Background: an optimization exercise with open tools, aiming at a short achievable clock period and few clock cycles. Do not read the settings as production practice.
Where RTL was checked, it was by simulation tests only, not by an equivalence proof against the original.
Power is estimated from default activity; no workload was simulated.

## run 1
==> flow/design.v <==
`timescale 1ns / 1ps
module cpu
#(
    parameter ADDR_WIDTH = 16,
    parameter DATA_WIDTH = 16
)
(
    input clk,
    input reset_n,
    input [DATA_WIDTH-1:0] data_in,
    output [ADDR_WIDTH-1:0] addr,
    output [DATA_WIDTH-1:0] data_out,
    output we_n
);
function [15:0] inc16(input [15:0] a);
    reg [15:0] c;
    integer i, l;
    begin
        c = a;               
        for (l = 1; l < 16; l = l * 2)
            for (i = 15; i >= 0; i = i - 1)
                if (i >= l) c[i] = c[i] & c[i - l];
        inc16 = a ^ {c[14:0], 1'b1};
    end
endfunction
function [31:0] grp_pg(input [15:0] a, input [15:0] b);
    reg [15:0] g, t, gp, pp;
    integer i;
    begin
        g = a & b;
        t = a ^ b;
        for (i = 0; i < 16; i = i + 1)
            if (i % 4 == 0) begin
                gp[i] = g[i];
                pp[i] = t[i];
            end else if (i % 4 == 1) begin
                gp[i] = g[i] | (t[i] & g[i - 1]);
                pp[i] = t[i] & t[i - 1];
            end else if (i % 4 == 2) begin
                gp[i] = g[i] | (t[i] & g[i - 1]) | (t[i] & t[i - 1] & g[i - 2]);
                pp[i] = t[i] & t[i - 1] & t[i - 2];
            end else begin
                gp[i] = g[i] | (t[i] & g[i - 1]) | (t[i] & t[i - 1] & g[i - 2]) |
                        (t[i] & t[i - 1] & t[i - 2] & g[i - 3]);
                pp[i] = t[i] & t[i - 1] & t[i - 2] & t[i - 3];
            end
        grp_pg = {gp, pp};
    end
endfunction
reg [15:0] A;        
reg [15:0] DO;       
reg        WEN;      
reg [15:0] PC;       
reg [15:0] AC;
reg        E;
reg        ACZ;      
reg [15:0] DT, DOR, GP, PP;   
reg        pend;     
reg sZ, sF, sI, sR, sW, sH;    
reg oAND, oADD, oLDA, oSTA, oBUN, oBSA, oISZ;
reg zskip;           
reg xv;
reg xcla, xcle, xcma, xcme, xcir, xcil, xinc, xspa, xsna, xsza, xsze, xhlt;
assign addr = A;
assign data_out = DO;
assign we_n = WEN;
wire [2:0] op = data_in[14:12];
wire       ib = data_in[15];
wire [11:0] f = data_in[11:0];
wire op7 = (op == 3'd7);
wire rr = op7 & ~ib;
wire zh = ~|f[11:8];
wire zm = ~|f[7:4];
wire zl = ~|f[3:0];
wire [15:0] pc1 = inc16(PC);
wire c1 = GP[3];
wire c2 = GP[7] | (PP[7] & GP[3]);
wire c3 = GP[11] | (PP[11] & GP[7]) | (PP[11] & PP[7] & GP[3]);
wire c4 = GP[15] | (PP[15] & GP[11]) | (PP[15] & PP[11] & GP[7]) |
          (PP[15] & PP[11] & PP[7] & GP[3]);
wire [3:0] cg = {c3, c2, c1, 1'b0};
reg [15:0] cin;
integer ci;
always @(*) begin
    for (ci = 0; ci < 16; ci = ci + 1)
        if (ci % 4 == 0) cin[ci] = cg[ci / 4];
        else             cin[ci] = GP[ci - 1] | (PP[ci - 1] & cg[ci / 4]);
end
wire [16:0] sum = {c4, DT ^ cin};
wire [15:0] ac_now = pend ? sum[15:0] : AC;
wire xskip = (xspa & ~AC[15]) | (xsna & AC[15]) | (xsza & ACZ) | (xsze & ~E);
wire acones = &AC;
wire xacz = xcla | ((xcma | xinc) & acones) | (xcir & ~E & ~|AC[15:1]) |
            (xcil & ~E & ~|AC[14:0]) | (~(xcla | xcma | xcir | xcil | xinc) & ACZ);
wire sumz = &(~(DT ^ {DOR[14:0], 1'b0}));
wire [15:0] xac = ({16{xcma}} & ~AC) |
                  ({16{xcir}} & {E, AC[15:1]}) |
                  ({16{xcil}} & {AC[14:0], E}) |
                  ({16{xinc}} & inc16(AC)) |
                  ({16{~(xcla | xcma | xcir | xcil | xinc)}} & AC);
wire xe = (~(xcle | xcme | xcir | xcil) & E) | (xcme & ~E) | (xcir & AC[0]) | (xcil & AC[15]);
wire drop = xv & (xskip | xhlt);
wire [15:0] ac_st = xv ? xac : ac_now;
wire bund = (op == 3'd4) & ~ib;
wire fgo = sF & ~drop;                      
wire [15:0] fz = {4'd0, f};
wire [15:0] a1 = inc16(A);
wire isk = oISZ & zskip;
wire nA_f    = fgo & ~op7;
wire nA_pc1  = sW & isk;
wire nA_pc   = (sR & ~oISZ) | (sW & ~oBSA & ~isk);
wire nA_a1   = (sF & (op7 | drop)) | (sW & oBSA);
wire nA_hold = (sR & oISZ) | sH;
wire [15:0] A_n = ({16{nA_f}} & fz) | ({16{nA_pc1}} & pc1) | ({16{sI}} & data_in) |
                  ({16{nA_pc}} & PC) | ({16{nA_a1}} & a1) | ({16{nA_hold}} & A);
wire nP_pc1  = sW & isk;
wire nP_a1   = sF | (sW & oBSA);
wire nP_hold = sI | sR | (sW & ~oBSA & ~isk) | sH;
wire [15:0] PC_n = ({16{nP_pc1}} & pc1) | ({16{nP_a1}} & a1) | ({16{nP_hold}} & PC);
wire opR = ~ib & ((op == 3'd0) | (op == 3'd1) | (op == 3'd2) | (op == 3'd6));
wire opW = ~ib & ((op == 3'd3) | (op == 3'd5));
wire sF_n = (sF & (drop ? ~xhlt : (op7 | bund))) | (sI & oBUN) | (sR & ~oISZ) | sW | sZ;
wire sI_n = fgo & ib & ~op7;
wire sR_n = (fgo & opR) | (sI & ~oBUN & ~oSTA & ~oBSA);
wire sW_n = (fgo & opW) | (sI & (oSTA | oBSA)) | (sR & oISZ);
wire sH_n = sH | (sF & drop & xhlt);
wire [15:0] DO_n = sF ? ((op == 3'd3) ? ac_st : a1) :
                   sI ? (oSTA ? AC : PC) :
                   sR ? inc16(data_in) : DO;
wire ac_and = sR & oAND;
wire ac_lda = sR & oLDA;
wire ac_hold = ~pend & ~xv & ~ac_and & ~ac_lda;
wire [15:0] AC_n = ({16{pend}} & sum[15:0]) | ({16{xv}} & xac) |
                   ({16{ac_and}} & (AC & data_in)) | ({16{ac_lda}} & data_in) |
                   ({16{ac_hold}} & AC);
wire ACZ_n = (pend & sumz) | (xv & xacz) | (ac_and & ~|(AC & data_in)) |
             (ac_lda & ~|data_in) | (ac_hold & ACZ);
wire E_n = (pend & sum[16]) | (xv & xe) | (~pend & ~xv & E);
always @(posedge clk or negedge reset_n) begin
    if (!reset_n) begin
        WEN <= 1'b1;
        PC <= 16'd0;
        AC <= 16'd0;
        ACZ <= 1'b1;
        E <= 1'b0;
        DT <= 16'd0;
        DOR <= 16'd0;
        GP <= 16'd0;
        PP <= 16'd0;
        pend <= 1'b0;
        sZ <= 1'b1; sF <= 1'b0; sI <= 1'b0; sR <= 1'b0; sW <= 1'b0; sH <= 1'b0;
        oAND <= 1'b0; oADD <= 1'b0; oLDA <= 1'b0; oSTA <= 1'b0;
        oBUN <= 1'b0; oBSA <= 1'b0; oISZ <= 1'b0;
        zskip <= 1'b0;
        xv <= 1'b0;
        xcla <= 1'b0; xcle <= 1'b0; xcma <= 1'b0; xcme <= 1'b0; xcir <= 1'b0; xcil <= 1'b0;
        xinc <= 1'b0; xspa <= 1'b0; xsna <= 1'b0; xsza <= 1'b0; xsze <= 1'b0; xhlt <= 1'b0;
    end else begin
        PC <= PC_n;
        WEN <= ~sW_n;
        sZ <= 1'b0; sF <= sF_n; sI <= sI_n; sR <= sR_n; sW <= sW_n; sH <= sH_n;
        if (sF) begin
            oAND <= (op == 3'd0);
            oADD <= (op == 3'd1);
            oLDA <= (op == 3'd2);
            oSTA <= (op == 3'd3);
            oBUN <= (op == 3'd4);
            oBSA <= (op == 3'd5);
            oISZ <= (op == 3'd6);
        end
        AC <= AC_n;
        ACZ <= ACZ_n;
        E <= E_n;
        pend <= sR & oADD;
        if (sR) begin
            DT <= AC ^ data_in;
            DOR <= AC | data_in;
            {GP, PP} <= grp_pg(AC, data_in);
            zskip <= &data_in;
        end
        xv <= fgo & op7;
        xcla <= rr & (f[11:8] == 4'h8) & zm & zl;
        xcle <= rr & (f[11:8] == 4'h4) & zm & zl;
        xcma <= rr & (f[11:8] == 4'h2) & zm & zl;
        xcme <= rr & (f[11:8] == 4'h1) & zm & zl;
        xcir <= rr & zh & (f[7:4] == 4'h8) & zl;
        xcil <= rr & zh & (f[7:4] == 4'h4) & zl;
        xinc <= rr & zh & (f[7:4] == 4'h2) & zl;
        xspa <= rr & zh & (f[7:4] == 4'h1) & zl;
        xsna <= rr & zh & zm & (f[3:0] == 4'h8);
        xsza <= rr & zh & zm & (f[3:0] == 4'h4);
        xsze <= rr & zh & zm & (f[3:0] == 4'h2);
        xhlt <= ib | (zh & zm & (f[3:0] == 4'h1));
    end
end
always @(posedge clk) begin
    A <= A_n;
    DO <= DO_n;
end
endmodule
==> flow/config.mk <==
export PLATFORM = sky130hd
export DESIGN_NAME = cpu
export DESIGN_NICKNAME = cpu
export VERILOG_FILES = /design/flow/design.v
export SDC_FILE = /design/flow/constraint.sdc
export NUM_CORES = 4
export LEC_CHECK = 0
export ABC_CLOCK_PERIOD_IN_PS = 2000
export CAP_MARGIN = 20
export CORE_MARGIN = 2
export CORE_UTILIZATION = 25
export SETUP_SLACK_MARGIN = 2.0
export SLEW_MARGIN = 20
==> flow/constraint.sdc <==
create_clock -name core_clock -period 4.0 [get_ports {clk}]
set_input_delay 0.8000 -clock core_clock [delete_from_list [all_inputs] [get_ports {clk}]]
set_output_delay 0.8000 -clock core_clock [all_outputs]
set_load 0.01 [all_outputs]
run.sh (not shown) runs the stock make flow with config.mk's settings and CLKGATE_MAP_FILE= SYNTH_SCRIPT=/design/flow/synth_recipe.tcl, a recipe that flattens the netlist after the stock synthesis.
diff inputs: run 1 => run 2
diff --git a/flow/design.v b/flow/design.v
--- a/flow/design.v
+++ b/flow/design.v
@@ -53,13 +53,13 @@
 reg [15:0] PC;       
 reg [15:0] AC;
 reg        E;
 reg        ACZ;      
 reg [15:0] DT, DOR, GP, PP;   
 reg        pend;     
-reg sZ, sF, sI, sR, sW, sH;    
+reg sF, sI, sR, sW, sH;
 reg oAND, oADD, oLDA, oSTA, oBUN, oBSA, oISZ;
 reg zskip;           
 reg xv;
 reg xcla, xcle, xcma, xcme, xcir, xcil, xinc, xspa, xsna, xsza, xsze, xhlt;
 assign addr = A;
 assign data_out = DO;
@@ -116,13 +116,13 @@
 wire nP_pc1  = sW & isk;
 wire nP_a1   = sF | (sW & oBSA);
 wire nP_hold = sI | sR | (sW & ~oBSA & ~isk) | sH;
 wire [15:0] PC_n = ({16{nP_pc1}} & pc1) | ({16{nP_a1}} & a1) | ({16{nP_hold}} & PC);
 wire opR = ~ib & ((op == 3'd0) | (op == 3'd1) | (op == 3'd2) | (op == 3'd6));
 wire opW = ~ib & ((op == 3'd3) | (op == 3'd5));
-wire sF_n = (sF & (drop ? ~xhlt : (op7 | bund))) | (sI & oBUN) | (sR & ~oISZ) | sW | sZ;
+wire sF_n = (sF & (drop ? ~xhlt : (op7 | bund))) | (sI & oBUN) | (sR & ~oISZ) | sW;
 wire sI_n = fgo & ib & ~op7;
 wire sR_n = (fgo & opR) | (sI & ~oBUN & ~oSTA & ~oBSA);
 wire sW_n = (fgo & opW) | (sI & (oSTA | oBSA)) | (sR & oISZ);
 wire sH_n = sH | (sF & drop & xhlt);
 wire [15:0] DO_n = sF ? ((op == 3'd3) ? ac_st : a1) :
                    sI ? (oSTA ? AC : PC) :
@@ -135,33 +135,37 @@
                    ({16{ac_hold}} & AC);
 wire ACZ_n = (pend & sumz) | (xv & xacz) | (ac_and & ~|(AC & data_in)) |
              (ac_lda & ~|data_in) | (ac_hold & ACZ);
 wire E_n = (pend & sum[16]) | (xv & xe) | (~pend & ~xv & E);
 always @(posedge clk or negedge reset_n) begin
     if (!reset_n) begin
+        A <= 16'd0;
+        DO <= 16'd0;
         WEN <= 1'b1;
         PC <= 16'd0;
         AC <= 16'd0;
         ACZ <= 1'b1;
         E <= 1'b0;
         DT <= 16'd0;
         DOR <= 16'd0;
         GP <= 16'd0;
         PP <= 16'd0;
         pend <= 1'b0;
-        sZ <= 1'b1; sF <= 1'b0; sI <= 1'b0; sR <= 1'b0; sW <= 1'b0; sH <= 1'b0;
+        sF <= 1'b1; sI <= 1'b0; sR <= 1'b0; sW <= 1'b0; sH <= 1'b0;
         oAND <= 1'b0; oADD <= 1'b0; oLDA <= 1'b0; oSTA <= 1'b0;
         oBUN <= 1'b0; oBSA <= 1'b0; oISZ <= 1'b0;
         zskip <= 1'b0;
         xv <= 1'b0;
         xcla <= 1'b0; xcle <= 1'b0; xcma <= 1'b0; xcme <= 1'b0; xcir <= 1'b0; xcil <= 1'b0;
         xinc <= 1'b0; xspa <= 1'b0; xsna <= 1'b0; xsza <= 1'b0; xsze <= 1'b0; xhlt <= 1'b0;
     end else begin
+        A <= A_n;
         PC <= PC_n;
+        DO <= DO_n;
         WEN <= ~sW_n;
-        sZ <= 1'b0; sF <= sF_n; sI <= sI_n; sR <= sR_n; sW <= sW_n; sH <= sH_n;
+        sF <= sF_n; sI <= sI_n; sR <= sR_n; sW <= sW_n; sH <= sH_n;
         if (sF) begin
             oAND <= (op == 3'd0);
             oADD <= (op == 3'd1);
             oLDA <= (op == 3'd2);
             oSTA <= (op == 3'd3);
             oBUN <= (op == 3'd4);
@@ -190,11 +194,7 @@
         xsna <= rr & zh & zm & (f[3:0] == 4'h8);
         xsza <= rr & zh & zm & (f[3:0] == 4'h4);
         xsze <= rr & zh & zm & (f[3:0] == 4'h2);
         xhlt <= ib | (zh & zm & (f[3:0] == 4'h1));
     end
 end
-always @(posedge clk) begin
-    A <= A_n;
-    DO <= DO_n;
-end
 endmodule
==> comparison <==
Run 2: full flow OK, the timing, design-rule and antenna checks passed. Changes observed in run 2 relative to run 1: minimum clock period after layout went down 0.036 ns, final instance area grew by 1.1%, number of iterations in the first detailed-routing pass picked up an extra 3, number of buffers on the longest clock path now sits at about the same level, number of antenna violations at the first check in global routing fell by 1. Run 2 vs run 1: sequential share of cell area down. Going from run 1 to run 2, unique cell type count in the Yosys netlist decreased by about 2.6% relative to the old numbers, total met2 wirelength after detailed routing increased by 870 um relative to the old numbers, total leakage power increased by about 4.4% relative to the old numbers.
Testbench counts of run 2, summed over its fixed seeds: cycles 9,108.
No functional check of the RTL was part of run 1.

-- port drivers added, routing unchanged --
How much do the figures lean on ideal ports? The routed layouts below were timed once more, with nothing changed but the port constraints. Step 1, drivers: a clkbuf_16 drives clk and a buf_2 each remaining input, both assumed. Step 2 adds t to the input delays and takes it off the output delays; t is the mean of the earliest and latest rising clock arrival at the registers after step 1. Input paths then give back, and output paths get back, about the clock's delay inside the block. a / b / c = ideal / step 1 / step 2; a / b = the first two.
| run | shift t [ns] | setup slack, ns | clock arrival spread, ns |
|---|---|---|---|
| run 1 | 0.484 | 1.907 / 1.907 / 1.505 | 0.011 / 0.011 |
| run 2 | 0.479 | 1.943 / 1.946 / 1.467 | 0.017 / 0.016 |
After both steps every run listed still meets setup and hold. The setup slack of run 2, which loses most, moves by +0.003 ns with the drivers and by -0.476 ns with both steps.
